Source: an optimization exercise on an open RTL-to-GDS flow (aim: small area, a short achievable clock period and few clock cycles per item). Production flows keep margins and buffers that such runs may drop. Where RTL was checked, it was by simulation tests only, not by an equivalence proof against the original. Only the layout flow was run in run 5; the RTL was not checked for function there. Power figures rest on the tool's default switching activity, not on a simulated workload.

--- flow/design.v ---
module addsub(input mul, input sub, input [15:0] a, input [7:0] b,
              input [15:0] mx, input [15:0] my, output [15:0] y);
    wire [15:0] bx = {{8{b[7]}}, b} ^ {16{sub}};
    wire [15:0] p  = mul ? mx : a;
    wire [15:0] q  = mul ? my : bx;
    assign y = p + q + {15'd0, ~mul & sub};
endmodule
module mul8s_tree(input [7:0] a, input [7:0] b, output [15:0] x, output [15:0] y);
    wire m1 = (a[0] & b[0]);
    wire m2 = (a[0] & b[1]);
    wire m3 = (a[1] & b[0]);
    wire m4 = (a[0] & b[2]);
    wire m5 = (a[1] & b[1]);
    wire m6 = (a[2] & b[0]);
    wire m7 = (a[0] & b[3]);
    wire m8 = (a[1] & b[2]);
    wire m9 = (a[2] & b[1]);
    wire m10 = (a[3] & b[0]);
    wire m11 = (a[0] & b[4]);
    wire m12 = (a[1] & b[3]);
    wire m13 = (a[2] & b[2]);
    wire m14 = (a[3] & b[1]);
    wire m15 = (a[4] & b[0]);
    wire m16 = (a[0] & b[5]);
    wire m17 = (a[1] & b[4]);
    wire m18 = (a[2] & b[3]);
    wire m19 = (a[3] & b[2]);
    wire m20 = (a[4] & b[1]);
    wire m21 = (a[5] & b[0]);
    wire m22 = (a[0] & b[6]);
    wire m23 = (a[1] & b[5]);
    wire m24 = (a[2] & b[4]);
    wire m25 = (a[3] & b[3]);
    wire m26 = (a[4] & b[2]);
    wire m27 = (a[5] & b[1]);
    wire m28 = (a[6] & b[0]);
    wire m29 = ~(a[0] & b[7]);
    wire m30 = (a[1] & b[6]);
    wire m31 = (a[2] & b[5]);
    wire m32 = (a[3] & b[4]);
    wire m33 = (a[4] & b[3]);
    wire m34 = (a[5] & b[2]);
    wire m35 = (a[6] & b[1]);
    wire m36 = ~(a[7] & b[0]);
    wire m37 = ~(a[1] & b[7]);
    wire m38 = (a[2] & b[6]);
    wire m39 = (a[3] & b[5]);
    wire m40 = (a[4] & b[4]);
    wire m41 = (a[5] & b[3]);
    wire m42 = (a[6] & b[2]);
    wire m43 = ~(a[7] & b[1]);
    wire m44 = ~(a[2] & b[7]);
    wire m45 = (a[3] & b[6]);
    wire m46 = (a[4] & b[5]);
    wire m47 = (a[5] & b[4]);
    wire m48 = (a[6] & b[3]);
    wire m49 = ~(a[7] & b[2]);
    wire m50 = ~(a[3] & b[7]);
    wire m51 = (a[4] & b[6]);
    wire m52 = (a[5] & b[5]);
    wire m53 = (a[6] & b[4]);
    wire m54 = ~(a[7] & b[3]);
    wire m55 = ~(a[4] & b[7]);
    wire m56 = (a[5] & b[6]);
    wire m57 = (a[6] & b[5]);
    wire m58 = ~(a[7] & b[4]);
    wire m59 = ~(a[5] & b[7]);
    wire m60 = (a[6] & b[6]);
    wire m61 = ~(a[7] & b[5]);
    wire m62 = ~(a[6] & b[7]);
    wire m63 = ~(a[7] & b[6]);
    wire m64 = (a[7] & b[7]);
    wire m65 = m22 ^ m23;
    wire m66 = m22 & m23;
    wire m67 = m29 ^ m30 ^ m31;
    wire m68 = (m29 & m30) | (m31 & (m29 ^ m30));
    wire m69 = m32 ^ m33;
    wire m70 = m32 & m33;
    wire m71 = m37 ^ m38 ^ m39;
    wire m72 = (m37 & m38) | (m39 & (m37 ^ m38));
    wire m73 = m40 ^ m41 ^ m42;
    wire m74 = (m40 & m41) | (m42 & (m40 ^ m41));
    wire m75 = m44 ^ m45 ^ m46;
    wire m76 = (m44 & m45) | (m46 & (m44 ^ m45));
    wire m77 = m11 ^ m12;
    wire m78 = m11 & m12;
    wire m79 = m16 ^ m17 ^ m18;
    wire m80 = (m16 & m17) | (m18 & (m16 ^ m17));
    wire m81 = m19 ^ m20;
    wire m82 = m19 & m20;
    wire m83 = m24 ^ m25 ^ m26;
    wire m84 = (m24 & m25) | (m26 & (m24 ^ m25));
    wire m85 = m27 ^ m28 ^ m65;
    wire m86 = (m27 & m28) | (m65 & (m27 ^ m28));
    wire m87 = m34 ^ m35 ^ m36;
    wire m88 = (m34 & m35) | (m36 & (m34 ^ m35));
    wire m89 = m67 ^ m69 ^ m66;
    wire m90 = (m67 & m69) | (m66 & (m67 ^ m69));
    wire m91 = m43 ^ 1'b1 ^ m71;
    wire m92 = (m43 & 1'b1) | (m71 & (m43 ^ 1'b1));
    wire m93 = m73 ^ m68 ^ m70;
    wire m94 = (m73 & m68) | (m70 & (m73 ^ m68));
    wire m95 = m47 ^ m48 ^ m49;
    wire m96 = (m47 & m48) | (m49 & (m47 ^ m48));
    wire m97 = m75 ^ m72 ^ m74;
    wire m98 = (m75 & m72) | (m74 & (m75 ^ m72));
    wire m99 = m50 ^ m51 ^ m52;
    wire m100 = (m50 & m51) | (m52 & (m50 ^ m51));
    wire m101 = m53 ^ m54 ^ m76;
    wire m102 = (m53 & m54) | (m76 & (m53 ^ m54));
    wire m103 = m55 ^ m56 ^ m57;
    wire m104 = (m55 & m56) | (m57 & (m55 ^ m56));
    wire m105 = m7 ^ m8;
    wire m106 = m7 & m8;
    wire m107 = m13 ^ m14 ^ m15;
    wire m108 = (m13 & m14) | (m15 & (m13 ^ m14));
    wire m109 = m21 ^ m79 ^ m81;
    wire m110 = (m21 & m79) | (m81 & (m21 ^ m79));
    wire m111 = m83 ^ m85 ^ m80;
    wire m112 = (m83 & m85) | (m80 & (m83 ^ m85));
    wire m113 = m87 ^ m89 ^ m84;
    wire m114 = (m87 & m89) | (m84 & (m87 ^ m89));
    wire m115 = m91 ^ m93 ^ m88;
    wire m116 = (m91 & m93) | (m88 & (m91 ^ m93));
    wire m117 = m95 ^ m97 ^ m92;
    wire m118 = (m95 & m97) | (m92 & (m95 ^ m97));
    wire m119 = m99 ^ m101 ^ m96;
    wire m120 = (m99 & m101) | (m96 & (m99 ^ m101));
    wire m121 = m58 ^ m103 ^ m100;
    wire m122 = (m58 & m103) | (m100 & (m58 ^ m103));
    wire m123 = m59 ^ m60 ^ m61;
    wire m124 = (m59 & m60) | (m61 & (m59 ^ m60));
    wire m125 = m4 ^ m5;
    wire m126 = m4 & m5;
    wire m127 = m9 ^ m10 ^ m105;
    wire m128 = (m9 & m10) | (m105 & (m9 ^ m10));
    wire m129 = m77 ^ m107 ^ m106;
    wire m130 = (m77 & m107) | (m106 & (m77 ^ m107));
    wire m131 = m78 ^ m109 ^ m108;
    wire m132 = (m78 & m109) | (m108 & (m78 ^ m109));
    wire m133 = m82 ^ m111 ^ m110;
    wire m134 = (m82 & m111) | (m110 & (m82 ^ m111));
    wire m135 = m86 ^ m113 ^ m112;
    wire m136 = (m86 & m113) | (m112 & (m86 ^ m113));
    wire m137 = m90 ^ m115 ^ m114;
    wire m138 = (m90 & m115) | (m114 & (m90 ^ m115));
    wire m139 = m94 ^ m117 ^ m116;
    wire m140 = (m94 & m117) | (m116 & (m94 ^ m117));
    wire m141 = m98 ^ m119 ^ m118;
    wire m142 = (m98 & m119) | (m118 & (m98 ^ m119));
    wire m143 = m102 ^ m121 ^ m120;
    wire m144 = (m102 & m121) | (m120 & (m102 ^ m121));
    wire m145 = m104 ^ m123 ^ m122;
    wire m146 = (m104 & m123) | (m122 & (m104 ^ m123));
    wire m147 = m62 ^ m63 ^ m124;
    wire m148 = (m62 & m63) | (m124 & (m62 ^ m63));
    assign x = {1'b1, m64, m147, m145, m143, m141, m139, m137, m135, m133, m131, m129, m127, m6, m2, m1};
    assign y = {1'b0, m148, m146, m144, m142, m140, m138, m136, m134, m132, m130, m128, m126, m125, m3, 1'b0};
endmodule
module divrow(input [8:0] t, input [7:0] d, output c, output [7:0] r);
    wire [7:0] g = t[7:0] & ~d;
    wire [7:0] p = t[7:0] | ~d;
    wire [7:0] x = ~(t[7:0] ^ d);
    wire G1 = g[1] | (p[1] & p[0]);
    wire G2 = g[3] | (p[3] & g[2]);
    wire P2 = p[3] & p[2];
    wire G3 = g[5] | (p[5] & g[4]);
    wire P3 = p[5] & p[4];
    wire G4 = g[7] | (p[7] & g[6]);
    wire P4 = p[7] & p[6];
    wire G5 = g[2] | (p[2] & G1);
    wire G6 = G2 | (P2 & G1);
    wire G7 = g[6] | (p[6] & G3);
    wire P7 = p[6] & P3;
    wire G8 = G4 | (P4 & G3);
    wire P8 = P4 & P3;
    wire G9 = g[4] | (p[4] & G6);
    wire G10 = G3 | (P3 & G6);
    wire G11 = G7 | (P7 & G6);
    wire G12 = G8 | (P8 & G6);
    assign c = t[8] | G12;
    assign r[0] = c ? (x[0] ^ 1'b1) : t[0];
    assign r[1] = c ? (x[1] ^ p[0]) : t[1];
    assign r[2] = c ? (x[2] ^ G1) : t[2];
    assign r[3] = c ? (x[3] ^ G5) : t[3];
    assign r[4] = c ? (x[4] ^ G6) : t[4];
    assign r[5] = c ? (x[5] ^ G9) : t[5];
    assign r[6] = c ? (x[6] ^ G10) : t[6];
    assign r[7] = c ? (x[7] ^ G11) : t[7];
endmodule
module alu(
    input wire clk,
    input wire reset,
    input wire start,
    input wire [1:0] op_select,    
    input wire [15:0] op1,
    input wire [7:0] op2,
    output reg [15:0] res,
    output reg done
);
    wire [15:0] mx, my;
    mul8s_tree u_mul (.a(op1[7:0]), .b(op2), .x(mx), .y(my));
    wire [15:0] sum;
    addsub u_add (.mul(op_select[1]), .sub(op_select[0]), .a(op1), .b(op2),
                  .mx(mx), .my(my), .y(sum));
    reg        busy;         
    reg  [7:0] rem_r;        
    reg  [3:0] q_r;          
    always @(posedge clk or posedge reset)
        if (reset) busy <= 1'b0;
        else       busy <= start & op_select[1] & op_select[0];
    wire [3:0] n = busy ? op1[3:0] : op1[7:4];
    wire [7:0] rem [0:4];
    wire [3:0] q;
    assign rem[0] = busy ? rem_r : op1[15:8];
    genvar i;
    generate
        for (i = 0; i < 4; i = i + 1) begin : rows
            divrow u (.t({rem[i], n[3-i]}), .d(op2), .c(q[3-i]), .r(rem[i+1]));
        end
    endgenerate
    always @(posedge clk) begin
        rem_r <= rem[4];
        q_r   <= q;
    end
    always @(*) begin
        if (op_select == 2'b11) begin
            res  = {q_r, q, rem[4]};
            done = busy;
        end else begin
            res  = sum;
            done = 1'b1;
        end
    end
endmodule
--- flow/flow/run.sh ---
#!/bin/bash
# Layout flow: the standard synthesis, then the combinational logic re-mapped
# by ABC (flip-flops untouched), then the standard ORFS flow from floorplan on.
# Each tool's output goes to a log file of its own in the work folder.
set -euo pipefail
W=$(pwd)
F=$W/flow
R=$W/orfs/results/${FLOW_PLATFORM}/alu/base
ABC_D=$(cat $F/abc_delay_ps)
bash standard.sh synth > $W/log_1_standard_synth.txt 2>&1
cp $R/1_2_yosys.v $W/standard_1_2_yosys.v
DU=$(make -s -C $FLOW_HOME DESIGN_CONFIG=$FLOW_CONFIG WORK_HOME=$W/orfs print-DONT_USE_CELLS | sed 's/^DONT_USE_CELLS: //')
printf 'set_driving_cell sky130_fd_sc_hd__buf_1\nset_load 5\n' > $W/abc.constr
sed "s/{D}/-D $ABC_D/g" $F/s.abc > $W/resynth.abc
RS_IN=$W/standard_1_2_yosys.v RS_OUT=$W/resynth.v \
  RS_LIB=$FLOW_HOME/platforms/${FLOW_PLATFORM}/lib/sky130_fd_sc_hd__tt_025C_1v80.lib \
  RS_DONTUSE="$DU" RS_D=$ABC_D RS_SCRIPT=$W/resynth.abc RS_CONSTR=$W/abc.constr \
  yosys -c $F/resynth.tcl > $W/log_2_resynth.txt 2>&1
cp $W/resynth.v $R/1_2_yosys.v
rm -f $R/1_synth.odb $R/1_synth.sdc
if [[ -f $F/orfs_env ]]; then source $F/orfs_env; fi
bash standard.sh finish > $W/log_3_standard_finish.txt 2>&1
--- flow/flow/abc_delay_ps ---
3000
--- flow/flow/orfs_env ---
export BUFFER_PORTS_ARGS="-buffer_cell sky130_fd_sc_hd__buf_2"
--- flow/flow/resynth.tcl ---
# Re-map the combinational logic of the standard synthesis netlist with ABC.
# The flip-flops are left as they are (same instances, names and cell types).
# env: RS_IN (netlist in), RS_OUT (netlist out), RS_LIB, RS_DONTUSE, RS_D (ABC delay target, ps),
#      RS_SCRIPT (optional ABC script)
yosys -import
set lib $::env(RS_LIB)
set du {}
foreach c $::env(RS_DONTUSE) { lappend du -dont_use $c }
read_liberty -ignore_miss_func $lib
# keep the sequential and tie cells as black boxes
foreach m [split [string trim [tee -q -s result.string select -list-mod sky130_fd_sc_hd__df* sky130_fd_sc_hd__conb_*]] "\n"] {
  blackbox $m
}
read_verilog $::env(RS_IN)
hierarchy -top alu
flatten alu
select -module alu
opt -purge
select -clear
hierarchy -top alu
set abc_args [list -liberty $lib {*}$du -D $::env(RS_D)]
if {[info exists ::env(RS_SCRIPT)] && $::env(RS_SCRIPT) ne ""} { lappend abc_args -script $::env(RS_SCRIPT) }
if {[info exists ::env(RS_CONSTR)] && $::env(RS_CONSTR) ne ""} { lappend abc_args -constr $::env(RS_CONSTR) }
abc {*}$abc_args
opt_clean -purge
hilomap -singleton -hicell sky130_fd_sc_hd__conb_1 HI -locell sky130_fd_sc_hd__conb_1 LO
splitnets
opt_clean -purge
tee -o $::env(RS_OUT).stat stat -liberty $lib
write_verilog -noattr -noexpr -nohex -nodec $::env(RS_OUT)
--- flow/flow/s.abc ---
strash
&get -n
&fraig -x
&put
scorr
dc2
strash
dch -f
balance
resub -K 6
rewrite
resub -K 6 -N 2
refactor
resub -K 8
balance
resub -K 8 -N 2
rewrite
resub -K 10
rewrite -z
resub -K 10 -N 2
balance
resub -K 12
refactor -z
resub -K 12 -N 2
rewrite -z
balance
dch -f
map {D}
topo
buffer -p
upsize {D}
dnsize {D}
stime -p
--- flow/standard.sh ---
#!/bin/bash
# synth_recipe.tcl (not shown) runs the flow's synth.tcl, then flattens the netlist and writes it again
# the make line also repeats each setting of config.mk as NAME=value (left out here)
make -C /OpenROAD-flow-scripts/flow DESIGN_CONFIG=/design/flow/config.mk WORK_HOME=/design/flow/orfs CLKGATE_MAP_FILE= SYNTH_SCRIPT=/design/flow/synth_recipe.tcl "${@:-finish}"
--- flow/config.mk ---
export PLATFORM = sky130hd
export DESIGN_NAME = alu
export DESIGN_NICKNAME = alu
export VERILOG_FILES = /design/flow/design.v
export SDC_FILE = /design/flow/constraint.sdc
export NUM_CORES = 4
export LEC_CHECK = 0
export CAP_MARGIN = 20
export CORE_MARGIN = 2
export CORE_UTILIZATION = 60
export CTS_BUF_LIST = sky130_fd_sc_hd__clkbuf_4
export CTS_CLUSTER_DIAMETER = 300
export CTS_CLUSTER_SIZE = 30
export PLACE_DENSITY = 0.7
export SLEW_MARGIN = 20
--- flow/constraint.sdc ---
create_clock -name core_clock -period 14.0 [get_ports {clk}]
set_input_delay 2.8000 -clock core_clock [delete_from_list [all_inputs] [get_ports {clk}]]
set_output_delay 2.8000 -clock core_clock [all_outputs]
set_load 0.01 [all_outputs]
==> impl.org, run 1 <==
** Status
- The run finished with no timing, DRC or antenna violations.

** Die
- Width of the die :: 90.77 um
- Number of rows created at floorplan :: 31
- The core region is 7253 um2.
- For this configuration, the core starts out at a cell density of 0.6227.
- For this design the top-level I/O count stands at 46.
- The floorplan step set the die height to 90.77 um.
- The die covers 8238 um2.

** Placement
- After detailed placement, the design holds a cell count of 939.
- The congestion estimate from routability-driven global placement came to 1.021.
- Timing analysis after detailed placement gives a worst setup slack of 2.088 ns.
- Port Buffers :: 45
- Detailed placement ended at an HPWL of 11980 um.

** Power and ir drop
- Of the total power, the share spent switching nets is 0.6085.
- Combinational power share :: 0.883
- The share of total power dissipated in the clock network is 0.035.
- Net load switching power :: 475.1 uW
- In this run the static leakage power is 2.417 nW.
- Dividing total power by cell area gives a power density of 164.2 nW/um2.
- The worst-case IR drop observed on VDD is 0.1803 mV.
- The internal power of the cells totals 305.6 uW.
- The share of total power dissipated in sequential elements is 0.083.

** STA
- Number of endpoints with negative hold slack in the final report :: 0
- Setup violations remaining at the end of the flow were counted as 0.
- Final Max Tran Viols :: 0
- Subtracting the final worst setup slack from the clock period gives 12.11 ns.
- On the final layout, the worst clock skew is 0.009719 ns.
- Setup slack closes at 1.887 ns.
- Relative slew slack :: 0.4722
- At the pin with the least slew margin, the transition time is 0.7918 ns.
- Setup repair after global routing left no endpoint under its margin.
- Post-route setup TNS :: 0 ns
- Period utilization :: 0.8652
- Fmax :: 82.55 MHz

** Layout
- Antenna diodes :: 0
- Proportion of layout cells with a drive suffix above 1 :: 0.1209
- Layout Nets :: 874
- The count of cells in the finished layout, fillers not included, comes to 943.
- Area growth from synthesis to layout :: 5.291%

** CTS
- In this run the number of H-tree levels came out at 1.
- Latest clock arrival within the worst-skew pair :: 0.29 ns
- The clock passes through at most 2 buffers.
- Hold Buf Count CTS :: 0
- CTS saw 13 sinks.
- Clock tree from TritonCTS :: built
- CTS clk-pin slew, worst paths :: 0.09 ns
- Post-CTS setup repair buffer count :: 0
- The number of gates resized after CTS was 0.
- Inserted Clock Buffers :: 3
- The root buffer cell chosen for the clock tree is clkbuf_4.

** Detailed routing
- Via count normalized by instance count :: 6.018
- Routed len/inst :: 16.54 um
- The first detailed-routing pass ran for 7 iterations.
- For this run, design rule violations remaining after detail routing come to 0.
- For this block, the routed nets add up to 15590 um of wire.
- The count of nets left with antenna violations once routing finished came out at 0.
- Violation count after the first detailed-route iteration :: 605
- Number of vias in the routed layout :: 5675

** Synthesis
- In this run the mean area of a mapped cell was 5.462 um2.
- Instance count of the mapped netlist :: 827
- The number of nets in the synthesized netlist is 856.
- The cell area that synthesis handed to floorplanning was 4517 um2.
- Synthesis Warnings :: 1

** Worst setup path
- The worst setup path is captured at an output port.
- Data on the critical path arrives at its endpoint at 9.31 ns.
- Kind of critical path :: in -> out
- Along the worst path, the maximum fanout reaches 20.
- Data required time at the worst endpoint :: 11.20 ns
- The largest individual stage delay along the critical path comes from the cell o211ai_1.
- CP Launch Type :: primary input
- For this run, the slowest stage of the critical path takes 0.38 ns.

** GRT
- After global routing the overflow that remains totals 0.
- Entering global routing, the biggest net connects 37 pins.
- GR Util All Layers :: 0.3729
- The first global-routing pass estimated 24900 um of wire.
- Initial antenna violation count :: 0
- The via count of the first global-routing pass is 5323.

** Run
- Max-cap violations in this run came to 0.

** Worst hold path
- Hold Crit Class :: reg -> reg
## through the flow
step	hold slack (ns)	instance area, um2	total power [mW]	util
floorplan	0.6628	4517	0.5932	-
CTS	0.8202	4756	0.7706	0.6557
detailed placement	0.8063	4726	0.7420	0.6515
global route	0.8733	4756	0.8573	0.6557
finish	0.8330	4756	0.7807	0.6557
global placement	0.7918	4726	0.7270	0.6515
## power by group through the flow
| stage | clock [mW] | sequential [mW] | combinational (mW) |
|---|---|---|---|
| after detailed placement | 0 | 0.0650 | 0.677 |
| final | 0.0270 | 0.0644 | 0.689 |
| after global routing | 0.0286 | 0.0655 | 0.763 |
| after floorplan | 0 | 0.0613 | 0.532 |
| after CTS | 0.0266 | 0.0641 | 0.680 |
| after global placement | 0 | 0.0650 | 0.662 |
## path summary, 6_finish.rpt
kind / start / endpoint / slack, ns / depth (start not counted)
worst max-delay path: op2[2] / res[4] / 1.89 / 34
worst min-delay path: rem_r[7] / q_r[3] / 0.83 / 2
worst max register to register: busy / rem_r[4] / 7.13 / 33
worst min register to register: rem_r[7] / q_r[3] / 0.83 / 2
max in group asynchronous: reset / busy / 11.59 / 2
min in group asynchronous: reset / busy / 2.32 / 2
## state kept, by name (all words and copies together), names as in the netlist
| register | count |
|---|---|
| rem_r | 8 |
| busy | 1 |
| q_r | 4 |
## cell usage in the layout, fill, tap and decap left out, types with 3 or more instances in the layout
cell type / count
nand2_1: 214
nor2_1: 104
inv_1: 90
nand3_1: 50
a21oi_1: 48
o21ai_0: 45
buf_2: 45
xor2_1: 44
a31oi_1: 19
xnor2_1: 17
or2_2: 14
o22ai_1: 14
nand4_1: 14
o211ai_1: 13
dfxtp_1: 12
o21ai_1: 7
nand2_2: 7
o21a_1: 7
nor3_1: 6
nand3_2: 5
and3_1: 5
clkinv_1: 4
o21ai_2: 4
a21o_1: 4
o21bai_1: 4
o211ai_2: 4
clkbuf_4: 4
a31oi_4: 3
a21boi_0: 3
o2bb2ai_1: 3
## layout make-up
class	instances	area [um2]
Inverter	95	356.6
Tap cell	99	123.9
Clock buffer	4	30.03
Sequential cell	13	265.3
Fill cell	723	2497
Multi-Input combinational cell	686	3747
Timing Repair Buffer	46	232.7
## worst max-delay path, delay by kind of cell
| kind | cells | cell delay [ns] |
|---|---|---|
| compound gates | 15 | 2.77 |
| xor+xnor | 3 | 0.92 |
| buf+inv | 3 | 0.80 |
| simple gates | 13 | 1.99 |
## metal layers
metal | vias to the layer above | GRT usage | share of wire
met4 | 0 | 0.2064 | 0.054
li1 | 2767 | - | -
met2 | 314 | 0.6517 | 0.47
met1 | 2516 | 0.4305 | 0.39
met5 | - | 0 | 0
met3 | 78 | 0.06010 | 0.086
Testbench counts, summed over its fixed seeds: cycles 9,972, ops 8,000.
==> run 2: changes to the inputs <==
--- a/flow/flow/run.sh
+++ b/flow/flow/run.sh
@@ -16,5 +16,5 @@
   RS_LIB=$FLOW_HOME/platforms/${FLOW_PLATFORM}/lib/sky130_fd_sc_hd__tt_025C_1v80.lib \
   RS_DONTUSE="$DU" RS_D=$ABC_D RS_SCRIPT=$W/resynth.abc RS_CONSTR=$W/abc.constr \
-  yosys -c $F/resynth.tcl > $W/log_2_resynth.txt 2>&1
+  RS_KEEP_FA=$(cat $F/keep_fa 2>/dev/null || echo 0) yosys -c $F/resynth.tcl > $W/log_2_resynth.txt 2>&1
 cp $W/resynth.v $R/1_2_yosys.v
 rm -f $R/1_synth.odb $R/1_synth.sdc
==> flow/flow/keep_fa (new file) <==
1
--- a/flow/flow/resynth.tcl
+++ b/flow/flow/resynth.tcl
@@ -14,4 +14,18 @@
 read_verilog $::env(RS_IN)
 hierarchy -top alu
+# Keep the full-adder cells that no flip-flop feeds (the multiplier's tree) as they are.
+if {[info exists ::env(RS_KEEP_FA)] && $::env(RS_KEEP_FA)} {
+  set fh [open $::env(RS_IN) r]; set ntxt [read $fh]; close $fh
+  set fft [lsort -unique [regexp -all -inline {sky130_fd_sc_hd__df[a-z0-9_]+} $ntxt]]
+  set ffsel {}
+  set rules {}
+  foreach m $fft { lappend ffsel "alu/t:$m"; append rules ":-${m}\[D,RESET_B,SET_B\]" }
+  select -set ffs {*}$ffsel
+  select -set regcone @ffs %co*$rules
+  select -set keepfa alu/t:sky130_fd_sc_hd__fa_1 @regcone %d
+  select -count @keepfa
+  setattr -set keep_hierarchy 1 @keepfa
+  select -clear
+}
 flatten alu
 select -module alu
@@ -24,4 +38,7 @@
 abc {*}$abc_args
 opt_clean -purge
+if {[info exists ::env(RS_KEEP_FA)] && $::env(RS_KEEP_FA)} {
+  blackbox sky130_fd_sc_hd__fa_1
+}
 hilomap -singleton -hicell sky130_fd_sc_hd__conb_1 HI -locell sky130_fd_sc_hd__conb_1 LO
 splitnets
--- a/flow/config.mk
+++ b/flow/config.mk
@@ -8,8 +8,5 @@
 export CAP_MARGIN = 20
 export CORE_MARGIN = 2
-export CORE_UTILIZATION = 60
+export CORE_UTILIZATION = 40
 export CTS_BUF_LIST = sky130_fd_sc_hd__clkbuf_4
-export CTS_CLUSTER_DIAMETER = 300
-export CTS_CLUSTER_SIZE = 30
-export PLACE_DENSITY = 0.7
 export SLEW_MARGIN = 20
==> run 2 against run 1 <==
Critical path depth grew 4. Clock skew is 0.0067 ns lower. Global-route usage down 12 points. Die area up 43%. Utilization down 22 points. Synthesized area is 3.1% lower. Clock power up 2%. Combinational power down 8.7%. Register-to-register slack worse by 0.03 ns. Sequential share of layout area rose by 0.11 points. Flip-flop and latch count unchanged. Critical endpoint is now res[5].
==> impl.org, run 2 <==
** GRT
- Initial antenna violation count :: 0 (unchanged)
- The first-pass GRT wire length is 23030 um (was 24900 um).
- Global-route congestion overflow total :: 0 (unchanged)
- The global routing usage summed across all routing layers came to 0.2530 (was 0.3729).
- The via count of the first global-routing pass was 4586 (was 5323).
- The largest net degree at the start of global routing was 31 (was 37).

** CTS
- Post-CTS setup repair buffer count :: 0 (unchanged)
- Clk sinks :: 13 (unchanged)
- Clock Path Buffers :: 2 (unchanged)
- The quantity of hold-fixing buffers added after cts was 0 (unchanged).
- The clock transition at the register clock pins on the worst setup and hold paths after CTS was 0.09 ns (about the same).
- Latest clock arrival within the worst-skew pair :: 0.29 ns (about the same)
- The clock root buffer is clkbuf_4 (unchanged).
- Inserted Clock Buffers :: 3 (unchanged)
- Clock H-tree levels :: 1 (unchanged)
- The CTS tree is built (unchanged).
- The total of cells resized after clock tree synthesis came to 0 (unchanged).

** Placement
- The global placement routability congestion came to 0.9223 (was 1.021).
- HPWL after DPL :: 11650 um (was 11980 um)
- The count of buffers from port buffering was 45 (unchanged).

** Detailed routing
- The total vias in the final route was 4721 (was 5675).
- Number of iterations in the first detailed-routing pass :: 5 (was 7)
- The average detailed-routed wire length per instance came to 16.29 um (was 16.54 um).
- The total wire length is 14400 um (was 15590 um).
- Violation count after the first detailed-route iteration :: 218 (was 605)
- Via count normalized by instance count :: 5.340 (was 6.018)
- Remaining antenna violation count after routing :: 0 (unchanged)
- # DRC :: 0 (unchanged)

** Die
- Height of the chip :: 108.6 um (was 90.77 um)
- Die Area :: 11800 um2 (was 8238 um2)
- Core Region :: 10750 um2 (was 7253 um2)
- The boundary pin count came to 46 (unchanged).
- Number of rows created at floorplan :: 38 (was 31)
- Initial Utilization :: 0.4074 (was 0.6227)
- Width of the die :: 108.6 um (was 90.77 um)

** Worst setup path
- The startpoint type of the worst setup path was a primary input (unchanged).
- Largest stage delay on the critical path :: 0.41 ns (was 0.38 ns)
- Kind of end point of the critical path :: output port (unchanged)
- The top fanout value on the critical path is 19 (was 20).
- Start of the worst register-to-register path :: busy (unchanged)
- CP Buf/Inv Count :: 3 (unchanged)
- Kind of cell adding the most delay to the critical path :: compound AO/OA/AOI/OAI gates (unchanged)
- Data required time at the worst endpoint :: 11.20 ns (about the same)
- Master of the slowest instance on the critical path :: a31oi_2 (was o211ai_1)
- Kind of critical path :: in -> out (unchanged)
- The launch point of the worst path is op2[1] (was op2[2]).
- Arrival time at the worst endpoint :: 9.31 ns (about the same)

** Synthesis
- Synthesized area per cell :: 6.047 um2 (was 5.462 um2)
- The cell area after technology mapping came to 4378 um2 (was 4517 um2).
- Number of nets in the synthesized netlist :: 790 (was 856)
- The number of warnings printed during yosys synthesis came to 1 (unchanged).
- The post-synthesis instance total came to 724 (was 827).

** STA
- The final total negative setup slack is 0 ns (unchanged).
- Period utilization :: 0.8648 (was 0.8652)
- The final period demand of the worst path came to 12.11 ns (about the same).
- The slew at the pin with the worst max-slew slack came to 0.7140 ns (was 0.7918 ns).
- Relative slew slack :: 0.5240 (was 0.4722)
- Final worst clock skew :: 0.003005 ns (was 0.009719 ns)
- Setup violation total in the final timing report :: 0 (unchanged)
- Final Max Tran Viols :: 0 (unchanged)
- RSZ-0062 raised after global routing :: false (unchanged)
- Number of endpoints with negative hold slack in the final report :: 0 (unchanged)
- Fmax :: 82.59 MHz (was 82.55 MHz)

** Layout
- The area of the multi-input gates is 3540 um2 (was 3747 um2).
- The filler cell count is 1203 (was 723).
- Storage cell area :: 265.3 um2 (unchanged)
- The most common cell after layout, fill and taps aside was nand2_1 (unchanged).
- Most frequent cells in the layout: 178 x nand2_1, 109 x inv_1, 99 x nor2_1 (was 214 x nand2_1, 104 x nor2_1, 90 x inv_1).
- The most flop-heavy register is rem_r (unchanged).
- Antenna diodes :: 0 (unchanged)
- Layout Nets :: 811 (was 874)
- Proportion of layout cells with a drive suffix above 1 :: 0.1290 (was 0.1209)
- The number of flip-flops under the largest register name was 8 (unchanged).
- Largest registers :: rem_r: 8 flops, q_r: 4 flops, busy: 1 flops (unchanged)
- Area growth from synthesis to layout :: 6.602% (was 5.291%)

** Worst hold path
- Min-Delay Startpoint :: rem_r[6] (was rem_r[7])
- The path class of the lowest-slack min-delay path was reg -> reg (unchanged).

** Power and ir drop
- The leakage dissipation was 2.394 nW (was 2.417 nW).
- The worst vdd rail ir drop is 0.1453 mV (was 0.1803 mV).
- Power density of the placed cells :: 154.8 nW/um2 (was 164.2 nW/um2)
- Overall power :: 722.4 uW (was 780.7 uW)

** Status
- Status :: complete, no violations (unchanged)

** Run
- The max-capacitance violation count was 0 (unchanged).
## run 2: stage by stage
stage,cells,cell area (um2),worst slack (ns),util,hold slack (ns)
after floorplan,724,4378,3.690,-,0.6986
after global placement,880,4637,2.102,0.4315,0.8413
after detailed placement,880,4637,2.008,0.4315,0.8575
after CTS,884,4667,1.991,0.4343,0.8822
after global routing,884,4667,1.288,0.4343,0.9593
final,884,4667,1.893,0.4343,0.8826
## run 2: final timing paths
check	end	slack, ns	depth (start not counted)
min reg2reg	q_r[3]	0.88	4
max in group asynchronous	busy	11.58	2
min	q_r[3]	0.88	4
max reg2reg	rem_r[5]	7.10	37
min in group asynchronous	busy	2.33	2
max	res[5]	1.89	38
## run 2: final cells by class
| class | instances | share of cell area |
|---|---|---|
| Tap cell | 140 | 0.03753 |
| Clock buffer | 4 | 0.006434 |
| Sequential cell | 13 | 0.05684 |
| Multi-Input combinational cell | 569 | 0.7584 |
| Inverter | 111 | 0.08928 |
| Timing Repair Buffer | 47 | 0.05147 |
## run 2: metal layers
layer  share of wire  GRT usage
met2            0.49     0.4540
met3           0.036    0.01136
met4           0.040     0.1016
met1            0.43     0.3174
met5               0          0
## run 2: worst reg2reg max path, delay by kind of cell, from the launching register on
family / cells / cell delay [ns]
AND/OR/NAND/NOR: 23 / 2.95
AO/OA/AOI/OAI: 14 / 3.03
flip-flops: 1 / 0.81
## run 2: power by group
group	internal, mW	switching, mW
logic	0.228	0.401
clock network	0.0130	0.0146
registers	0.0572	0.00859
total	0.298	0.424
==> run 3: changes to the inputs <==
--- a/flow/config.mk
+++ b/flow/config.mk
@@ -9,4 +9,3 @@
 export CORE_MARGIN = 2
 export CORE_UTILIZATION = 40
-export CTS_BUF_LIST = sky130_fd_sc_hd__clkbuf_4
 export SLEW_MARGIN = 20
==> run 3 against run 2 <==
Utilization increased by 0.14 points. Routed wire length is 0.13% higher. Critical path type unchanged. Largest cell class unchanged. Combinational power about the same. Sequential power about the same.
==> impl.org, run 3 <==
** Detailed routing
- The number of nets with antenna violations after detailed routing came to 0 (unchanged).
- The remaining design rule violation count is 0 (unchanged).
- Via count normalized by instance count :: 5.320 (was 5.340)
- The total vias in the final route is 4703 (was 4721).
- The average detailed-routed wire length per instance came to 16.31 um (was 16.29 um).
- Violation count after the first detailed-route iteration :: 224 (was 218)
- The total wire length is 14420 um (was 14400 um).
- The number of optimization iterations in the first detailed-route pass is 5 (unchanged).

** CTS
- CTS clk-pin slew, worst paths :: 0.06 ns (was 0.09 ns)
- Clock tree from TritonCTS :: built (unchanged)
- The post-CTS setup-driven buffer insertion count came to 0 (unchanged).
- The total of cells resized after clock tree synthesis is 0 (unchanged).
- The maximum level of the CTS H-tree is 1 (unchanged).
- Root buffer selected by CTS :: clkbuf_8 (was clkbuf_4)
- Latest clock arrival within the worst-skew pair :: 0.25 ns (was 0.29 ns)
- Clock Path Buffers :: 2 (unchanged)
- Hold Buf Count CTS :: 0 (unchanged)
- The TritonCTS buffer count is 3 (unchanged).
- Clk sinks :: 13 (unchanged)

** Synthesis
- Instance count of the mapped netlist :: 724 (unchanged)
- The post-synthesis area per instance is 6.047 um2 (unchanged).
- The cell area after technology mapping was 4378 um2 (unchanged).
- Number of nets in the synthesized netlist :: 790 (unchanged)
- Synthesis Warnings :: 1 (unchanged)

** Placement
- Final weighted congestion in routability-driven placement :: 0.9223 (unchanged)
- HPWL after DPL :: 11650 um (unchanged)
- Port Buffers :: 45 (unchanged)
- Cell count after placement :: 880 (unchanged)

** Worst setup path
- Biggest fanout along the worst timing path :: 19 (unchanged)
- The top cell family by delay on the critical path is compound AO/OA/AOI/OAI gates (unchanged).
- CP Buf/Inv Count :: 3 (unchanged)
- The maximum single-stage delay on the critical path was 0.42 ns (was 0.41 ns).
- CP Launch Type :: primary input (unchanged)
- Data required time at the worst endpoint :: 11.20 ns (about the same)
- Kind of critical path :: in -> out (unchanged)
- Master of the slowest instance on the critical path :: a31oi_2 (unchanged)
- The setup slack on the worst flop-to-flop path is 7.08 ns (was 7.10 ns).
- The arrival time at the worst endpoint was 9.33 ns (was 9.31 ns).
- The kind of end point of the critical path is an output port (unchanged).

** Layout
- Area growth from synthesis to layout :: 6.945% (was 6.602%)
- Proportion of layout cells with a drive suffix above 1 :: 0.1277 (was 0.1290)
- The most flop-heavy register is rem_r (unchanged).
- Largest registers :: rem_r: 8 flops, q_r: 4 flops, busy: 1 flops (unchanged)
- Flip-flop count of the largest register, all copies and words added :: 8 (unchanged)
- The final standard cell count with taps included and fillers excluded is 884 (unchanged).
- Most frequent cells in the layout: 178 x nand2_1, 109 x inv_1, 99 x nor2_1 (unchanged).
- The filler cell count came to 1199 (was 1203).
- The most common cell after layout, fill and taps aside was nand2_1 (unchanged).
- The antenna diode instance count was 0 (unchanged).
- The number of nets at the end of the flow was 811 (unchanged).

** Die
- The die boundary height is 108.6 um (unchanged).
- The die span in x came to 108.6 um (unchanged).
- The initial standard-cell utilization of the core was 0.4074 (unchanged).
- The placeable core area came to 10750 um2 (unchanged).
- The boundary pin count is 46 (unchanged).
- The die area came to 11800 um2 (unchanged).
- Number of rows created at floorplan :: 38 (unchanged)

** Power and ir drop
- Overall power :: 732.1 uW (was 722.4 uW)
- Power density of the placed cells :: 156.4 nW/um2 (was 154.8 nW/um2)
- The worst vdd rail ir drop was 0.1390 mV (was 0.1453 mV).
- The leakage dissipation was 2.399 nW (was 2.394 nW).

** GRT
- The global routing usage summed across all routing layers is 0.2532 (was 0.2530).
- The remaining global-route overflow is 0 (unchanged).
- The largest net degree at the start of global routing came to 31 (unchanged).
- The via count of the first global-routing pass came to 4585 (was 4586).
- The initial antenna violation count is 0 (unchanged).
- The first-pass GRT wire length is 23040 um (was 23030 um).

** STA
- Final Max Tran Viols :: 0 (unchanged)
- Final worst clock skew :: 0.002138 ns (was 0.003005 ns)
- The number of hold violations in the final report was 0 (unchanged).
- The count of final setup violators came to 0 (unchanged).
- Period utilization :: 0.8661 (was 0.8648)
- Slew at the pin with the worst max-slew slack :: 0.7137 ns (was 0.7140 ns)
- Post-route setup TNS :: 0 ns (unchanged)
- RSZ-0062 raised after global routing :: false (unchanged)
- The highest attainable clock frequency is 82.47 MHz (was 82.59 MHz).
- Relative slew slack :: 0.5242 (was 0.5240)
- Min Clock Period, post-route :: 12.13 ns (was 12.11 ns)

** Run
- The max-capacitance violation count came to 0 (unchanged).

** Worst hold path
- The path class of the lowest-slack min-delay path is reg -> reg (unchanged).

** Status
- Status :: complete, no violations (unchanged)
-- run 3: cell types whose count changed in the layout (fill, tap and decap cells not counted) --
| cell | change |
|---|---|
| clkbuf_4 | -4 |
| clkbuf_1 | +1 |
| clkbuf_8 | +3 |
-- run 3: layout make-up --
cell class | count | area (um2) | share of cell area
flip-flops and latches | 13 | 265.3 | 0.05665
repair buffers | 47 | 240.2 | 0.05131
clock buffers | 4 | 45.04 | 0.009621
inverters | 111 | 416.7 | 0.08899
multi-input cells | 569 | 3540 | 0.7560
well taps | 140 | 175.2 | 0.03741
-- run 3: per-stage QoR --
stage               utilization  setup WS, ns  cell area [um2]  hold WS (ns)
floorplan                     -         3.690             4378        0.6986
global placement         0.4315         2.102             4637        0.8413
detailed placement       0.4315         2.008             4637        0.8575
CTS                      0.4357         1.991             4682        0.8736
global route             0.4357         1.288             4682        0.9559
finish                   0.4357         1.874             4682        0.8743
-- run 3: report_power, final --
group / switching (mW) / internal (mW) / leakage, nW
sequential: 0.00869 / 0.0573 / 0.114
clock: 0.0157 / 0.0202 / 0.0228
combinational: 0.402 / 0.228 / 2.26
total: 0.427 / 0.305 / 2.40
-- run 3: worst paths after layout --
| kind | cells after the start | endpoint | start |
|---|---|---|---|
| setup / recovery | 38 | res[5] | op2[1] |
| hold / removal | 4 | q_r[3] | rem_r[6] |
| setup reg to reg | 37 | rem_r[5] | busy |
| hold reg to reg | 4 | q_r[3] | rem_r[6] |
| max in group asynchronous | 2 | busy | reset |
| min in group asynchronous | 2 | busy | reset |
-- run 3: routing by layer --
| metal | GRT usage | share of wire | vias to the layer above | wire length [um] |
|---|---|---|---|---|
| li1 | - | - | 2346 | - |
| met1 | 0.3171 | 0.44 | 2198 | 6274 |
| met2 | 0.4540 | 0.49 | 125 | 7032 |
| met3 | 0.01136 | 0.035 | 34 | 506 |
| met4 | 0.1044 | 0.042 | 0 | 605 |
| met5 | 0 | 0 | - | 0 |
-- run 3: tightest hold or removal path, cell delays in order (launching register included) --
cell,delay [ns]
dfxtp_1,0.35
nand2_1,0.06
o21ai_0,0.20
o2bb2ai_2,0.12
nand2_4,0.10
==> run 4: changes to the inputs <==
==> flow/flow/orfs_env (replaced) <==
export BUFFER_PORTS_ARGS="-buffer_cell sky130_fd_sc_hd__buf_1"
--- a/flow/config.mk
+++ b/flow/config.mk
@@ -9,3 +9,4 @@
 export CORE_MARGIN = 2
 export CORE_UTILIZATION = 40
+export CTS_BUF_LIST = sky130_fd_sc_hd__clkbuf_4
 export SLEW_MARGIN = 20
==> run 4 against run 3 <==
Utilization is 0.10 points lower. Clock-buffer cell count unchanged. First-iteration DRC count increased by 47%. Sequential power grew 2%. Still clean. Critical endpoint unchanged. Worst setup slack better by 0.098 ns. Total power decreased by 0.98%. Synthesized cell count unchanged. Register-to-register slack better by 0.27 ns.
==> impl.org, run 4 <==
** Detailed routing
- Violation count after the first detailed-route iteration :: 329 (was 224)
- The number of nets with antenna violations after detailed routing was 0 (unchanged).
- The via density per instance came to 5.289 (was 5.320).
- The total vias in the final route was 4718 (was 4703).
- The total wire length is 14790 um (was 14420 um).
- # DRC :: 0 (unchanged)
- Routed len/inst :: 16.58 um (was 16.31 um)
- The number of optimization iterations in the first detailed-route pass is 5 (unchanged).

** CTS
- The sink count of the clock tree is 13 (unchanged).
- The clock latency on the worst-skew pair was 0.29 ns (was 0.25 ns).
- The clock transition at the register clock pins on the worst setup and hold paths after CTS was 0.11 ns (was 0.06 ns).
- The post-CTS setup-driven buffer insertion count came to 0 (unchanged).
- Hold Buf Count CTS :: 0 (unchanged)
- Root buffer selected by CTS :: clkbuf_4 (was clkbuf_8)
- Clock Path Buffers :: 2 (unchanged)
- The CTS tree is built (unchanged).
- The total of cells resized after clock tree synthesis came to 0 (unchanged).
- Clock H-tree levels :: 1 (unchanged)
- Inserted Clock Buffers :: 3 (unchanged)

** Power and ir drop
- The combinational share of power came to 0.867 (was 0.861).
- The part of the power in the clock network came to 0.040 (was 0.049).
- The post-route total power was 725.0 uW (was 732.1 uW).
- The total power divided by cell area is 155.2 nW/um2 (was 156.4 nW/um2).
- The internal power contribution is 291.9 uW (was 305.4 uW).
- The leakage dissipation was 2.312 nW (was 2.399 nW).
- The worst vdd rail ir drop came to 0.1349 mV (was 0.1390 mV).
- Net load switching power :: 433.1 uW (was 426.7 uW)
- Fraction of power spent switching nets :: 0.5974 (was 0.5828)
- The sequential cell fraction of total power was 0.093 (was 0.090).

** Die
- Number of rows created at floorplan :: 38 (unchanged)
- Core Region :: 10750 um2 (unchanged)
- Height of the chip :: 108.6 um (unchanged)
- # IOs :: 46 (unchanged)
- The die span in x is 108.6 um (unchanged).
- The initial standard-cell utilization of the core is 0.4074 (unchanged).
- The die area is 11800 um2 (unchanged).

** STA
- The slew at the pin with the worst max-slew slack was 0.8232 ns (was 0.7137 ns).
- Post-route setup TNS :: 0 ns (unchanged)
- The final period demand of the worst path came to 12.03 ns (was 12.13 ns).
- The number of hold violations in the final report came to 0 (unchanged).
- Period utilization :: 0.8591 (was 0.8661)
- The count of final setup violators came to 0 (unchanged).
- Final worst clock skew :: 0.008639 ns (was 0.002138 ns)
- Final Max Tran Viols :: 0 (unchanged)
- RSZ-0062 raised after global routing :: false (unchanged)
- The relative slew slack came to 0.4512 (was 0.5242).
- Fmax :: 83.14 MHz (was 82.47 MHz)

** Synthesis
- Number of nets in the synthesized netlist :: 790 (unchanged)
- Synthesis Warnings :: 1 (unchanged)
- Post-synthesis instance area :: 4378 um2 (unchanged)
- Synthesized area per cell :: 6.047 um2 (unchanged)
- The post-synthesis instance total came to 724 (unchanged).

** Worst setup path
- The standard cell with the maximum stage delay on the critical path is a31oi_2 (unchanged).
- CP Launch Type :: primary input (unchanged)
- The launch point of the worst path is op2[2] (was op2[1]).
- The cell that appears most often on the critical path is nand3_2.
- Kind of end point of the critical path :: output port (unchanged)
- Kind of cell adding the most delay to the critical path :: compound AO/OA/AOI/OAI gates (unchanged)
- The class of the most critical setup path was in -> out (unchanged).
- Start of the worst register-to-register path :: busy (unchanged)
- The top fanout value on the critical path came to 13 (was 19).
- Arrival time at the worst endpoint :: 9.23 ns (was 9.33 ns)
- The path depth of the worst reg2reg path is 36 (was 37).
- The setup slack on the worst flop-to-flop path is 7.35 ns (was 7.08 ns).
- Worst R2R End :: rem_r[5] (unchanged)
- The data required time at the worst endpoint is 11.20 ns (about the same).
- CP Buf/Inv Count :: 3 (unchanged)
- The maximum single-stage delay on the critical path came to 0.42 ns (about the same).

** Layout
- Area of all placed cells without fillers :: 4671 um2 (was 4682 um2)
- The filler cell count came to 1235 (was 1199).
- The area overhead of the layout relative to synthesis is 6.688% (was 6.945%).
- The number of flip-flops under the largest register name is 8 (unchanged).
- Most common cell after layout, fill and taps aside :: nand2_1 (unchanged)
- Most frequent cells in the layout: 178 x nand2_1, 109 x inv_1, 99 x nor2_1 (unchanged).
- Layout Nets :: 819 (was 811)
- Antenna diodes :: 0 (unchanged)
- Proportion of layout cells with a drive suffix above 1 :: 0.07846 (was 0.1277)
- Biggest register :: rem_r (unchanged)
- Largest registers: rem_r: 8 flops, q_r: 4 flops, busy: 1 flops (unchanged).

** Run
- The max-capacitance violation count was 0 (unchanged).

** Placement
- Post-detailed-placement cell area :: 4641 um2 (was 4637 um2)
- The global placement routability congestion came to 0.8905 (was 0.9223).
- The count of buffers from port buffering was 45 (unchanged).
- HPWL after DPL :: 11530 um (was 11650 um)

** GRT
- Global-route congestion overflow total :: 0 (unchanged)
- The first-pass GRT wire length came to 23260 um (was 23040 um).
- The global routing usage summed across all routing layers was 0.2548 (was 0.2532).
- The largest net degree at the start of global routing is 31 (unchanged).
- Initial antenna violation count :: 0 (unchanged)
- The via count of the first global-routing pass came to 4572 (was 4585).

** Worst hold path
- The startpoint of the tightest hold check path was rem_r[6] (unchanged).
- Hold path cells :: 4 (unchanged)
- The capture endpoint of the worst hold path is q_r[3] (unchanged).
- Hold Crit Class :: reg -> reg (unchanged)

** Status
- Status :: complete, no violations (unchanged)
run 4: power by group through the flow:
stage          sequential (mW)  combinational [mW]  clock, mW
3_5_place_dp            0.0685               0.620          0
5_1_grt                 0.0681               0.709     0.0309
6_report                0.0676               0.629     0.0287
3_3_place_gp            0.0684               0.611          0
4_1_cts                 0.0676               0.626     0.0297
2_1_floorplan           0.0610               0.502          0
run 4: worst max-delay path by stage:
stage,end,slack (ns),cells past startpoint
final,res[5],1.97,37
after CTS,res[5],2.03,37
after global routing,res[5],1.26,37
after floorplan,res[2],3.69,40
after global placement,res[0],2.40,36
after detailed placement,res[5],2.09,37
run 4: cell type report:
| type | count | area, um2 | area share |
|---|---|---|---|
| inverters | 111 | 416.7 | 0.08920 |
| multi-input cells | 569 | 3540 | 0.7578 |
| repair buffers | 55 | 244.0 | 0.05224 |
| clock buffers | 4 | 30.03 | 0.006429 |
| well taps | 140 | 175.2 | 0.03750 |
| flip-flops and latches | 13 | 265.3 | 0.05679 |
run 4: tightest hold or removal path, cell delays in order, from the launching register on:
cell and delay, ns:
dfxtp_1 0.39, nand2_1 0.07, o21ai_0 0.19, o2bb2ai_2 0.12, nand2_4 0.11
run 4: per-stage QoR:
step                worst slack [ns]  hold WS, ns    util  instances
floorplan                      3.690       0.6986       -        724
global placement               2.396       0.8954  0.4319        888
detailed placement             2.087       0.8901  0.4319        888
CTS                            2.032       0.9218  0.4347        892
global route                   1.258       0.9838  0.4347        892
finish                         1.972       0.9039  0.4347        892
run 4: per-layer routing:
| metal | share of wire | GRT usage | wire length [um] |
|---|---|---|---|
| met5 | 0 | 0 | 0 |
| met4 | 0.021 | 0.06502 | 316 |
| met3 | 0.044 | 0.01136 | 657 |
| met1 | 0.43 | 0.3282 | 6347 |
| met2 | 0.50 | 0.4656 | 7467 |
==> run 5: changes to the inputs <==
--- a/flow/design.v
+++ b/flow/design.v
@@ -206,25 +206,25 @@
     reg        busy;         
     reg  [7:0] rem_r;        
-    reg  [3:0] q_r;          
+    reg  [7:3] q_r;          
     always @(posedge clk or posedge reset)
         if (reset) busy <= 1'b0;
         else       busy <= start & op_select[1] & op_select[0];
-    wire [3:0] n = busy ? op1[3:0] : op1[7:4];
-    wire [7:0] rem [0:4];
-    wire [3:0] q;
+    wire [4:0] n = {busy ? op1[2:0] : op1[7:5], op1[4:3]};
+    wire [7:0] rem [0:5];
+    wire [4:0] q;
     assign rem[0] = busy ? rem_r : op1[15:8];
     genvar i;
     generate
-        for (i = 0; i < 4; i = i + 1) begin : rows
-            divrow u (.t({rem[i], n[3-i]}), .d(op2), .c(q[3-i]), .r(rem[i+1]));
+        for (i = 0; i < 5; i = i + 1) begin : rows
+            divrow u (.t({rem[i], n[4-i]}), .d(op2), .c(q[4-i]), .r(rem[i+1]));
         end
     endgenerate
     always @(posedge clk) begin
-        rem_r <= rem[4];
+        rem_r <= rem[5];
         q_r   <= q;
     end
     always @(*) begin
         if (op_select == 2'b11) begin
-            res  = {q_r, q, rem[4]};
+            res  = {q_r, q[4:2], rem[3]};
             done = busy;
         end else begin
==> flow/flow/orfs_env (replaced) <==
export BUFFER_PORTS_ARGS="-buffer_cell sky130_fd_sc_hd__buf_2"
==> run 5 against run 4 <==
Critical path depth is 5 lower. Still clean. Largest cell class unchanged. Global-route usage is 0.66 points higher. Maximum frequency is 8.6% higher. Critical endpoint is now res[4].
==> impl.org, run 5 <==
** Synthesis
- Post-synthesis instance area :: 4936 um2 (was 4378 um2)
- Synthesis Warnings :: 1 (unchanged)
- The synthesized netlist net count is 874 (was 790).
- The post-synthesis instance total came to 808 (was 724).
- Synthesized area per cell :: 6.109 um2 (was 6.047 um2)

** Detailed routing
- The remaining design rule violation count is 0 (unchanged).
- Detailed-route wire length :: 16750 um (was 14790 um)
- The number of optimization iterations in the first detailed-route pass came to 5 (unchanged).
- The average detailed-routed wire length per instance was 17.18 um (was 16.58 um).
- The via density per instance was 5.459 (was 5.289).
- The number of nets with antenna violations after detailed routing came to 0 (unchanged).
- Violation count after the first detailed-route iteration :: 478 (was 329)
- Number of vias in the routed layout :: 5323 (was 4718)

** Worst setup path
- Arrival time at the worst endpoint :: 8.28 ns (was 9.23 ns)
- The class of the most critical setup path is in -> out (unchanged).
- CP Launch Type :: primary input (unchanged)
- Kind of end point of the critical path :: output port (unchanged)
- Largest stage delay on the critical path :: 0.53 ns (was 0.42 ns)
- Start of the worst register-to-register path :: busy (unchanged)
- The capturing point of the worst reg2reg path is rem_r[1] (was rem_r[5]).
- Register-to-register setup slack :: 5.30 ns (was 7.35 ns)
- The path depth of the worst reg2reg path was 48 (was 36).
- The top fanout value on the critical path was 19 (was 13).
- The standard cell with the maximum stage delay on the critical path is o21ai_2 (was a31oi_2).
- The data required time at the worst endpoint came to 11.20 ns (about the same).

** Power and ir drop
- Reported leakage power :: 2.625 nW (was 2.312 nW)
- Clk network pwr share :: 0.022 (was 0.040)
- The switching power was 699.3 uW (was 433.1 uW).
- Fraction of power spent switching nets :: 0.6191 (was 0.5974)
- The internal power contribution is 430.3 uW (was 291.9 uW).
- The total power divided by cell area was 216.2 nW/um2 (was 155.2 nW/um2).
- The sequential cell fraction of total power was 0.066 (was 0.093).
- The combinational share of power came to 0.913 (was 0.867).
- The worst vdd rail ir drop is 0.2830 mV (was 0.1349 mV).

** Placement
- Port Buffers :: 45 (unchanged)
- The global placement routability congestion came to 0.9423 (was 0.8905).
- The worst slack at placement was 2.984 ns (was 2.087 ns).
- HPWL after DPL :: 13350 um (was 11530 um)
- The cell total after placement is 971 (was 888).

** Layout
- Layout Nets :: 895 (was 819)
- The area of the multi-input gates is 4050 um2 (was 3540 um2).
- The filler cell count came to 1388 (was 1235).
- Final standard cell utilization of the core :: 0.4350 (was 0.4347)
- The most common cell after layout, fill and taps aside is nand2_1 (unchanged).
- Flip-flop count of the largest register, all copies and words added :: 8 (unchanged)
- Area growth from synthesis to layout :: 5.855% (was 6.688%)
- Biggest register :: rem_r (unchanged)
- Antenna diodes :: 0 (unchanged)
- Final cell count without fillers :: 975 (was 892)
- The area taken by flip-flops and latches is 285.3 um2 (was 265.3 um2).
- The fraction of final layout cells with drive strength greater than 1 is 0.1329 (was 0.07846).
- Most frequent cells in the layout :: 206 x nand2_1, 111 x inv_1, 103 x nor2_1 (was 178 x nand2_1, 109 x inv_1, 99 x nor2_1)
- Largest registers: rem_r: 8 flops, q_r: 5 flops, busy: 1 flops (was rem_r: 8 flops, q_r: 4 flops, busy: 1 flops).

** CTS
- Latest clock arrival within the worst-skew pair :: 0.28 ns (was 0.29 ns)
- The total of cells resized after clock tree synthesis came to 0 (unchanged).
- Clock H-tree levels :: 1 (unchanged)
- Hold Buf Count CTS :: 0 (unchanged)
- Clock tree from TritonCTS :: built (unchanged)
- Post-CTS setup repair buffer count :: 0 (unchanged)
- The sink count of the clock tree was 14 (was 13).
- Clock Path Buffers :: 2 (unchanged)
- The clock transition at the register clock pins on the worst setup and hold paths after CTS was 0.09 ns (was 0.11 ns).
- Inserted Clock Buffers :: 3 (unchanged)
- The clock root buffer is clkbuf_4 (unchanged).

** STA
- The final clock period utilization by the worst path was 0.7911 (was 0.8591).
- Post-route setup TNS :: 0 ns (unchanged)
- Number of endpoints with negative hold slack in the final report :: 0 (unchanged)
- The final clock skew was 0.002513 ns (was 0.008639 ns).
- The final period demand of the worst path came to 11.08 ns (was 12.03 ns).
- The worst path setup slack after routing was 2.924 ns (was 1.972 ns).
- The relative slew slack is 0.4529 (was 0.4512).
- The max-slew violation total from the final report is 0 (unchanged).
- Fmax :: 90.28 MHz (was 83.14 MHz)
- The count of final setup violators was 0 (unchanged).
- Slew at the pin with the worst max-slew slack :: 0.8207 ns (was 0.8232 ns)
- RSZ-0062 raised after global routing :: false (unchanged)

** GRT
- The largest net degree at the start of global routing is 31 (unchanged).
- The first-pass GRT wire length is 27000 um (was 23260 um).
- Global-route congestion overflow total :: 0 (unchanged)
- Via count of the first global-routing pass :: 5033 (was 4572)
- The initial antenna violation count came to 0 (unchanged).
- The global routing usage summed across all routing layers came to 0.2614 (was 0.2548).

** Status
- Status :: complete, no violations (unchanged)

** Die
- # IOs :: 46 (unchanged)
- The die boundary height is 115.1 um (was 108.6 um).
- Die Area :: 13240 um2 (was 11800 um2)
- Initial Utilization :: 0.4109 (was 0.4074)
- Number of rows created at floorplan :: 40 (was 38)
- The die span in x came to 115.1 um (was 108.6 um).
- The placeable core area is 12010 um2 (was 10750 um2).

** Worst hold path
- Min-Delay Startpoint :: rem_r[7] (was rem_r[6])
- The path class of the lowest-slack min-delay path was reg -> reg (unchanged).
- The capture endpoint of the worst hold path is q_r[7] (was q_r[3]).
- The number of cells on the worst hold path was 4 (unchanged).

** Run
- The max-capacitance violation count is 0 (unchanged).
## run 5: area by class of cell
class                      instances  area share
inverter                         117     0.08405
clock inverter                     1   0.0007184
tap                              147     0.03520
multi-input combinational        646      0.7751
clock buffer                       3    0.004310
sequential                        14     0.05460
timing repair buffer              47     0.04598
## run 5: power groups by stage
stage                     Sequential [mW]  Clock [mW]  Combinational, mW
after floorplan                    0.0707           0              0.783
after global placement             0.0752           0               1.02
after detailed placement           0.0748           0               1.01
after CTS                          0.0742      0.0253               1.02
after global routing               0.0755      0.0270               1.16
final                              0.0741      0.0246               1.03
## run 5: worst max-delay path: cells and delay by family
family / cells / cell delay, ns
AO/OA/AOI/OAI: 14 / 2.91
buffers and inverters: 5 / 0.90
AND/OR/NAND/NOR: 13 / 1.63
## run 5: per-layer routing
metal | GRT usage | share of wire | vias up
met4 | 0.03052 | 0.012 | 0
met1 | 0.3786 | 0.46 | 2463
met3 | 0.03005 | 0.077 | 12
met5 | 0 | 0 | -
met2 | 0.4325 | 0.45 | 205
li1 | - | - | 2643
## run 5: metrics by stage
step | power (mW) | cell area, um2 | hold slack (ns)
final | 1.130 | 5225 | 0.7970
after global routing | 1.259 | 5225 | 0.8989
after CTS | 1.119 | 5225 | 0.8122
after detailed placement | 1.089 | 5199 | 0.7771
after global placement | 1.093 | 5199 | 0.7492
after floorplan | 0.8540 | 4936 | 0.6932
## run 5: worst max-delay path by stage
stage	slack, ns	end	start
6_report	2.92	res[4]	op2[3]
4_1_cts	2.98	res[4]	op2[1]
2_1_floorplan	4.27	res[15]	op2[5]
3_5_place_dp	2.98	res[4]	op2[1]
3_3_place_gp	3.09	res[4]	op2[3]
5_1_grt	2.41	res[4]	op2[1]
==> run 6: changes to the inputs <==
--- a/flow/design.v
+++ b/flow/design.v
@@ -204,28 +204,33 @@
     addsub u_add (.mul(op_select[1]), .sub(op_select[0]), .a(op1), .b(op2),
                   .mx(mx), .my(my), .y(sum));
-    reg        busy;         
+    reg        s1, s2;       
     reg  [7:0] rem_r;        
-    reg  [7:3] q_r;          
+    reg  [5:0] q_r;          
     always @(posedge clk or posedge reset)
-        if (reset) busy <= 1'b0;
-        else       busy <= start & op_select[1] & op_select[0];
-    wire [4:0] n = {busy ? op1[2:0] : op1[7:5], op1[4:3]};
-    wire [7:0] rem [0:5];
-    wire [4:0] q;
-    assign rem[0] = busy ? rem_r : op1[15:8];
+        if (reset) begin
+            s1 <= 1'b0;
+            s2 <= 1'b0;
+        end else begin
+            s1 <= start & op_select[1] & op_select[0];
+            s2 <= s1;
+        end
+    wire [2:0] n = s2 ? {op1[1:0], 1'b0} : s1 ? op1[4:2] : op1[7:5];
+    wire [7:0] rem [0:3];
+    wire [2:0] q;
+    assign rem[0] = (s1 | s2) ? rem_r : op1[15:8];
     genvar i;
     generate
-        for (i = 0; i < 5; i = i + 1) begin : rows
-            divrow u (.t({rem[i], n[4-i]}), .d(op2), .c(q[4-i]), .r(rem[i+1]));
+        for (i = 0; i < 3; i = i + 1) begin : rows
+            divrow u (.t({rem[i], n[2-i]}), .d(op2), .c(q[2-i]), .r(rem[i+1]));
         end
     endgenerate
     always @(posedge clk) begin
-        rem_r <= rem[5];
-        q_r   <= q;
+        rem_r <= rem[3];
+        q_r   <= {q_r[2:0], q};
     end
     always @(*) begin
         if (op_select == 2'b11) begin
-            res  = {q_r, q[4:2], rem[3]};
-            done = busy;
+            res  = {q_r, q[2:1], rem[2]};
+            done = s2;
         end else begin
             res  = sum;
==> flow/flow/abc_delay_ps (replaced) <==
3800
--- a/flow/config.mk
+++ b/flow/config.mk
@@ -9,4 +9,3 @@
 export CORE_MARGIN = 2
 export CORE_UTILIZATION = 40
-export CTS_BUF_LIST = sky130_fd_sc_hd__clkbuf_4
 export SLEW_MARGIN = 20
==> run 6 against run 5 <==
Combinational power down 43%. Flip-flop and latch count up 2. Sequential power down 0.5%. Clock skew up 0.0023 ns. Register-to-register slack better by 2.5 ns. Via count down 16%. Worst setup slack better by 0.62 ns. Routed wire length down 20%. Critical path depth down 9. First-iteration DRC count down 31%. Synthesized cell count down 17%.
==> impl.org, run 6 <==
** Status
- Status :: complete, no violations (unchanged)

** STA
- The count of final setup violators is 0 (unchanged).
- The slew at the pin with the worst max-slew slack was 0.8101 ns (was 0.8207 ns).
- Final worst clock skew :: 0.004803 ns (was 0.002513 ns)
- The final total negative setup slack was 0 ns (unchanged).
- Number of endpoints with negative hold slack in the final report :: 0 (unchanged)
- The final period demand of the worst path was 10.45 ns (was 11.08 ns).
- The final clock period utilization by the worst path was 0.7465 (was 0.7911).
- RSZ-0062 raised after global routing :: false (unchanged)
- Fmax :: 95.68 MHz (was 90.28 MHz)
- The relative slew slack was 0.4581 (was 0.4529).
- Final Max Tran Viols :: 0 (unchanged)

** Worst setup path
- The standard cell with the maximum stage delay on the critical path was fa_1 (was o21ai_2).
- The kind of end point of the critical path was an output port (unchanged).
- The path depth of the worst reg2reg path is 36 (was 48).
- The top fanout value on the critical path was 13 (was 19).
- The startpoint type of the worst setup path was a primary input (unchanged).
- The top cell family by delay on the critical path was adder cells (was compound AO/OA/AOI/OAI gates).
- The capturing point of the worst reg2reg path was rem_r[5] (was rem_r[1]).
- Data required time at the worst endpoint :: 11.20 ns (about the same)
- Start of the worst register-to-register path :: s1 (was busy)
- The buffering stage count on the worst path with inverters included came to 5 (unchanged).
- Cells along the critical path :: buf_2 > inv_1 > nor2_1 > fa_1 > fa_1 > fa_1 > inv_1 > fa_1 > nand2_1 > o21ai_0 > or2_2 > nand3_1 > nand2_1 > o21ai_0 > a21oi_1 > a311oi_1 > nand2_1 > nand3_1 > nand2_1 > xor2_1 > inv_1 > o31ai_1 > buf_2
- The class of the most critical setup path is in -> out (unchanged).
- Arrival time at the worst endpoint :: 7.65 ns (was 8.28 ns)
- The logic depth of the worst setup path including buffers was 23 (was 32).
- Largest stage delay on the critical path :: 0.51 ns (was 0.53 ns)
- The setup slack on the worst flop-to-flop path is 7.80 ns (was 5.30 ns).

** Synthesis
- The cell area after technology mapping came to 4146 um2 (was 4936 um2).
- The post-synthesis area per instance came to 6.217 um2 (was 6.109 um2).
- Instance count of the mapped netlist :: 667 (was 808)
- Number of nets in the synthesized netlist :: 733 (was 874)
- The number of warnings printed during yosys synthesis came to 1 (unchanged).

** Die
- Die Area :: 11200 um2 (was 13240 um2)
- Number of rows created at floorplan :: 37 (was 40)
- Width of the die :: 105.8 um (was 115.1 um)
- The placeable core area was 10180 um2 (was 12010 um2).
- Initial Utilization :: 0.4071 (was 0.4109)
- The die boundary height came to 105.8 um (was 115.1 um).
- # IOs :: 46 (unchanged)

** Layout
- The most flop-heavy register is rem_r (unchanged).
- Most common cell after layout, fill and taps aside :: nand2_1 (unchanged)
- Most frequent cells in the layout: 156 x nand2_1, 108 x inv_1, 82 x nor2_1 (was 206 x nand2_1, 111 x inv_1, 103 x nor2_1).
- The filler cell count is 1124 (was 1388).
- The number of flip-flops under the largest register name was 8 (unchanged).
- Final cell count without fillers :: 827 (was 975)
- The area overhead of the layout relative to synthesis was 7.906% (was 5.855%).
- Largest registers: rem_r: 8 flops, q_r: 6 flops (was rem_r: 8 flops, q_r: 5 flops, busy: 1 flops).
- Layout Nets :: 758 (was 895)
- The antenna diode instance count is 0 (unchanged).
- Proportion of layout cells with a drive suffix above 1 :: 0.1404 (was 0.1329)

** Power and ir drop
- Reported leakage power :: 2.289 nW (was 2.625 nW)
- The total power divided by cell area came to 157.6 nW/um2 (was 216.2 nW/um2).
- VDD IR-drop max :: 0.06913 mV (was 0.2830 mV)

** Detailed routing
- # DRC :: 0 (unchanged)
- Remaining antenna violation count after routing :: 0 (unchanged)
- The number of optimization iterations in the first detailed-route pass was 5 (unchanged).
- Number of vias in the routed layout :: 4467 (was 5323)
- Via count normalized by instance count :: 5.401 (was 5.459)
- The total wire length is 13490 um (was 16750 um).
- The average detailed-routed wire length per instance was 16.31 um (was 17.18 um).
- The first-iteration detailed-routing DRC count came to 330 (was 478).

** Placement
- The cell total after placement came to 823 (was 971).
- The global placement routability congestion was 0.9685 (was 0.9423).
- HPWL after DPL :: 10820 um (was 13350 um)
- Port Buffers :: 45 (unchanged)

** Worst hold path
- The path class of the lowest-slack min-delay path was reg -> reg (unchanged).
- WHS Endpoint :: q_r[4] (was q_r[7])
- The number of cells on the worst hold path is 0 (was 4).
- Min-Delay Startpoint :: q_r[1] (was rem_r[7])

** Run
- The max-capacitance violation count was 0 (unchanged).

** CTS
- Clk sinks :: 16 (was 14)
- Post-CTS setup repair buffer count :: 0 (unchanged)
- CTS clk-pin slew, worst paths :: 0.06 ns (was 0.09 ns)
- Clock Path Buffers :: 2 (unchanged)
- The clock latency on the worst-skew pair came to 0.26 ns (was 0.28 ns).
- The CTS tree is built (unchanged).
- Hold Buf Count CTS :: 0 (unchanged)
- The maximum level of the CTS H-tree was 1 (unchanged).
- The clock root buffer was clkbuf_8 (was clkbuf_4).
- The total of cells resized after clock tree synthesis is 0 (unchanged).
- Inserted Clock Buffers :: 3 (unchanged)

** GRT
- The first-pass GRT wire length is 21890 um (was 27000 um).
- The via count of the first global-routing pass is 4385 (was 5033).
- Initial antenna violation count :: 0 (unchanged)
- The largest net degree at the start of global routing came to 35 (was 31).
- The global routing usage summed across all routing layers is 0.2461 (was 0.2614).
- The remaining global-route overflow came to 0 (unchanged).
-- run 6: cell type report --
cell class,instances,area (um2),area share
flip-flops and latches,16,330.3,0.07383
well taps,136,170.2,0.03803
clock buffers,4,55.05,0.01230
multi-input cells,512,3259,0.7285
inverters,113,426.7,0.09536
repair buffers,46,232.7,0.05201
-- run 6: how the worst max path moves through the flow --
stage | start | end | slack (ns)
detailed placement | op2[5] | res[15] | 3.58
global route | op2[5] | res[15] | 3.02
floorplan | op2[6] | res[15] | 3.96
global placement | op2[5] | res[15] | 3.57
finish | op2[5] | res[15] | 3.55
CTS | op2[5] | res[15] | 3.59
-- run 6: per-stage QoR --
stage | setup slack (ns) | hold slack, ns | power (mW) | util | cell area, um2
after floorplan | 3.960 | 0.3311 | 0.5107 | - | 4146
after global placement | 3.575 | 0.3409 | 0.6424 | 0.4339 | 4419
after detailed placement | 3.578 | 0.3380 | 0.6526 | 0.4339 | 4419
after CTS | 3.593 | 0.3519 | 0.6969 | 0.4393 | 4474
after global routing | 3.016 | 0.3583 | 0.7764 | 0.4393 | 4474
final | 3.549 | 0.3513 | 0.7052 | 0.4393 | 4474
-- run 6: worst reg2reg max path, delay by kind of cell, from the launching register on --
kind | cells | cell delay [ns]
AO/OA/AOI/OAI | 8 | 1.96
XOR/XNOR | 1 | 0.22
AND/OR/NAND/NOR | 24 | 3.08
flip-flops | 1 | 0.48
buffers and inverters | 3 | 0.31
-- run 6: power by group --
group          switching (mW)  internal (mW)  total [mW]
clock                  0.0179         0.0250      0.0429
sequential            0.00625         0.0675      0.0737
combinational           0.382          0.207       0.589
total                   0.406          0.299       0.705
-- run 6: per-layer routing --
metal  GRT usage  wire length, um  vias up
li1            -                -     2149
met1      0.3365             5943     2122
met2      0.4106             6300      170
met3     0.03278              986       26
met4     0.06203              256        0
met5           0                0        -
Testbench counts of run 6, summed over its fixed seeds: cycles 11,944, ops 8,000.

Setup slack of run 6, layout unchanged: 3.549 ns with ideal ports, 3.528 ns with driving cells assumed (clock clkbuf_16, inputs buf_2), 3.528 ns with port delays also shifted by the 0.283 ns mid clock arrival.
